Source: an optimization exercise on an open RTL-to-GDS flow (aim: small area). Production flows keep margins and buffers that such runs may drop.
Where RTL was checked, it was by simulation tests only, not by an equivalence proof against the original.
The flow treats the clock pin as an ideal source, which a real chip does not have.
Power is estimated from default activity; no workload was simulated.

== alpha ==
==> flow/design.v <==
module DoutReader (
    input clk_i,   
    input reset_i,   
    input drdy,   
    input dclk,   
    input din,   
    output [23:0] ch1_o,   
    output [23:0] ch2_o,   
    output tick_o   
);
    logic x_q, y_q;
    logic [5:0] cnt_q;   
    logic drdy_1, drdy_2, dclk_1, dclk_2;
    logic [23:0] sr1_q, sr2_q;   
    logic [23:0] ch1_q, ch2_q;   
    wire drdy_fall = drdy_2 & ~drdy_1;
    wire dclk_fall = dclk_2 & ~dclk_1;
    wire wait_drdy = ~x_q & ~y_q;
    wire wait_dclk = x_q & ~y_q;
    wire write = ~x_q & y_q;
    wire fin = x_q & y_q;
    wire last = &cnt_q;   
    wire first_half = ~cnt_q[5];   
    wire x_d = wait_drdy & drdy_fall | wait_dclk & ~dclk_fall | write;
    wire y_d = wait_dclk & dclk_fall | write & last;
    always_ff @(posedge clk_i) begin
        if (reset_i) begin
            x_q <= 1'b0;
            y_q <= 1'b0;
            drdy_1 <= 1'b0;
            drdy_2 <= 1'b0;
        end else begin
            x_q <= x_d;
            y_q <= y_d;
            drdy_1 <= drdy;
            drdy_2 <= drdy_1;
        end
    end
    always_ff @(posedge clk_i) begin
        for (int k = 0; k < 6; k++)
            cnt_q[k] <= ~reset_i & ~wait_drdy & (cnt_q[k] ^ (y_q & (&(cnt_q | ~((6'd1 << k) - 6'd1)))));
    end
    always_ff @(posedge clk_i) begin
        dclk_1 <= dclk;
        dclk_2 <= dclk_1;
    end
    wire sh1 = y_q & first_half;
    wire hold1 = x_q | ~first_half;
    wire sh2 = y_q;
    wire hold2 = x_q;
    wire ld = fin & ~reset_i;
    wire keep = ~fin & ~reset_i;
    always_ff @(posedge clk_i) begin
        sr1_q <= ({24{sh1}} & {sr1_q[22:0], din}) | ({24{hold1}} & sr1_q);
        sr2_q <= ({24{sh2}} & {sr2_q[22:0], din}) | ({24{hold2}} & sr2_q);
        ch1_q <= ({24{ld}} & sr1_q) | ({24{keep}} & ch1_q);
        ch2_q <= ({24{ld}} & sr2_q) | ({24{keep}} & ch2_q);
    end
    assign ch1_o = ch1_q;
    assign ch2_o = ch2_q;
    assign tick_o = wait_drdy & cnt_q[0];
endmodule
==> flow/config.mk <==
export PLATFORM = sky130hd
export DESIGN_NAME = DoutReader
export DESIGN_NICKNAME = DoutReader
export VERILOG_FILES = /design/flow/design.v
export SDC_FILE = /design/flow/constraint.sdc
export NUM_CORES = 4
export LEC_CHECK = 0
export CAP_MARGIN = 0
export CORE_MARGIN = 2
export CORE_UTILIZATION = 80
export PLACE_DENSITY = 0.85
export SLEW_MARGIN = 0
==> flow/constraint.sdc <==
create_clock -name core_clock -period 5.0 [get_ports {clk_i}]
set_input_delay 1.0000 -clock core_clock [delete_from_list [all_inputs] [get_ports {clk_i}]]
set_output_delay 1.0000 -clock core_clock [all_outputs]
set_load 0.01 [all_outputs]
standard.sh (not shown) runs the stock make flow with config.mk's settings and CLKGATE_MAP_FILE= SYNTH_SCRIPT=/design/flow/synth_recipe.tcl, a recipe that flattens the netlist after the stock synthesis.
==> flow/flow/run.sh <==
#!/bin/bash
# Own layout flow: the standard flow (the standard.sh, standard synthesis
# unchanged) with the smallest buffer on each port, a clock tree without dummy
# loads, and clock buffers sized to their loads (flow/post_cts.tcl).
set -euo pipefail
here=$(pwd)
bash standard.sh \
  "BUFFER_PORTS_ARGS=-buffer_cell sky130_fd_sc_hd__buf_1" \
  "CTS_ARGS=-sink_clustering_enable -repair_clock_nets -dont_use_dummy_load" \
  "POST_CTS_TCL=$here/flow/post_cts.tcl" \
  finish > flow_make.log 2>&1
==> flow/flow/post_cts.tcl <==
# After clock tree synthesis: give each clock buffer the smallest clkbuf size
# that keeps every flip-flop clock pin's slew under a target (with margin for
# the routed parasitics), instead of one size for the whole tree.
set clk_slew_target 0.115
set clk_sizes {sky130_fd_sc_hd__clkbuf_2 sky130_fd_sc_hd__clkbuf_4 sky130_fd_sc_hd__clkbuf_8 sky130_fd_sc_hd__clkbuf_16}

proc worst_clk_pin_slew {} {
  set worst 0
  foreach p [get_pins -hierarchical */CLK] {
    set s [get_property $p slew_max]
    if { $s > $worst } { set worst $s }
  }
  return $worst
}

proc worst_buf_in_slew {} {
  set worst 0
  foreach inst [get_cells clkbuf_*] {
    set s [get_property [get_pins [get_full_name $inst]/A] slew_max]
    if { $s > $worst } { set worst $s }
  }
  return $worst
}

estimate_parasitics -placement
puts "clock slew before resizing: [worst_clk_pin_slew]"
# leaves first (those driving flip-flops), then the buffers above them
set bufs {}
foreach c [get_cells clkbuf_*] { lappend bufs [get_full_name $c] }
set bufs [lsort -decreasing $bufs]
foreach name $bufs {
  set inst [get_cells $name]
  set orig [get_property $inst ref_name]
  set done 0
  foreach c $clk_sizes {
    replace_cell $inst $c
    estimate_parasitics -placement
    puts "  try $c: [worst_clk_pin_slew] [worst_buf_in_slew]"
    if { [worst_clk_pin_slew] <= $clk_slew_target && [worst_buf_in_slew] <= 0.25 } {
      set done 1
      break
    }
  }
  if { !$done } { replace_cell $inst $orig }
  estimate_parasitics -placement
  puts "clock buffer $name: $orig -> [get_property $inst ref_name]"
}
puts "clock slew after resizing: [worst_clk_pin_slew]"
alpha has completed all stages; timing, DRC and antenna checks passed.
Inputs modified between alpha and beta:
--- a/flow/design.v
+++ b/flow/design.v
@@ -12,4 +12,5 @@
     logic [5:0] cnt_q;   
     logic drdy_1, drdy_2, dclk_1, dclk_2;
+    logic tick_q;
     logic [23:0] sr1_q, sr2_q;   
     logic [23:0] ch1_q, ch2_q;   
@@ -30,4 +31,5 @@
             drdy_1 <= 1'b0;
             drdy_2 <= 1'b0;
+            tick_q <= 1'b0;
         end else begin
             x_q <= x_d;
@@ -35,9 +37,10 @@
             drdy_1 <= drdy;
             drdy_2 <= drdy_1;
+            tick_q <= fin;
         end
     end
     always_ff @(posedge clk_i) begin
         for (int k = 0; k < 6; k++)
-            cnt_q[k] <= ~reset_i & ~wait_drdy & (cnt_q[k] ^ (y_q & (&(cnt_q | ~((6'd1 << k) - 6'd1)))));
+            cnt_q[k] <= ~wait_drdy & (cnt_q[k] ^ (y_q & (&(cnt_q | ~((6'd1 << k) - 6'd1)))));
     end
     always_ff @(posedge clk_i) begin
@@ -59,4 +62,4 @@
     assign ch1_o = ch1_q;
     assign ch2_o = ch2_q;
-    assign tick_o = wait_drdy & cnt_q[0];
+    assign tick_o = tick_q;
 endmodule
==> comparison <==
- Per the final summary, beta finished and its layout is clean on timing, DRC and antenna.
- [beta vs alpha] non-clock buffer count: lower in beta
- beta vs alpha: final cycle utilization of the critical path down in beta
- Total net switching power came out higher on beta than on alpha.
- On total non-filler cell area in the finished layout, the higher figure sits with beta, not alpha.
- From alpha to beta the numbers moved as follows: non-clock buffer contribution to total cell area fell 0.25 points; critical path depth rose 1; final wirelength rose about 7%; slew at the pin closest to its max-slew limit rose 0.12 ns; compound-cell area share of the yosys netlist fell 0.60 points.
- Core util | beta vs alpha | beta lower
- Power per cell area was higher in beta than in alpha.
- Comparing beta and alpha, first-pass GRT wire length is lower on alpha.
No functional check of the RTL was part of beta.

what the ideal ports hide:
How much do the figures lean on ideal ports? The routed layouts below were timed once more, with nothing changed but the port constraints. Step 1: set_driving_cell puts a clkbuf_16 on clk_i and a buf_2 on each other input, an assumption about the parent block. Step 2 times the ports against the registers' clock, not the clock port: input delays grow and output delays shrink by t, the midpoint of the rising clock arrivals with the driver on. a / b / c = no drivers / after step 1 / after step 2; a / b = the first two.
run | t, ns | setup slack, ns | slew at the worst register clock pin (ns) | worst slew at a driven data input, ns | cell pins on the clock port's net
alpha | 0.443 | 2.167 / 2.139 / 2.440 | 0.11 / 0.11 | 0.03 | 1
beta | 0.445 | 2.334 / 2.334 / 2.334 | 0.11 / 0.11 | 0.03 | 1
After both steps every run listed still meets setup and hold.
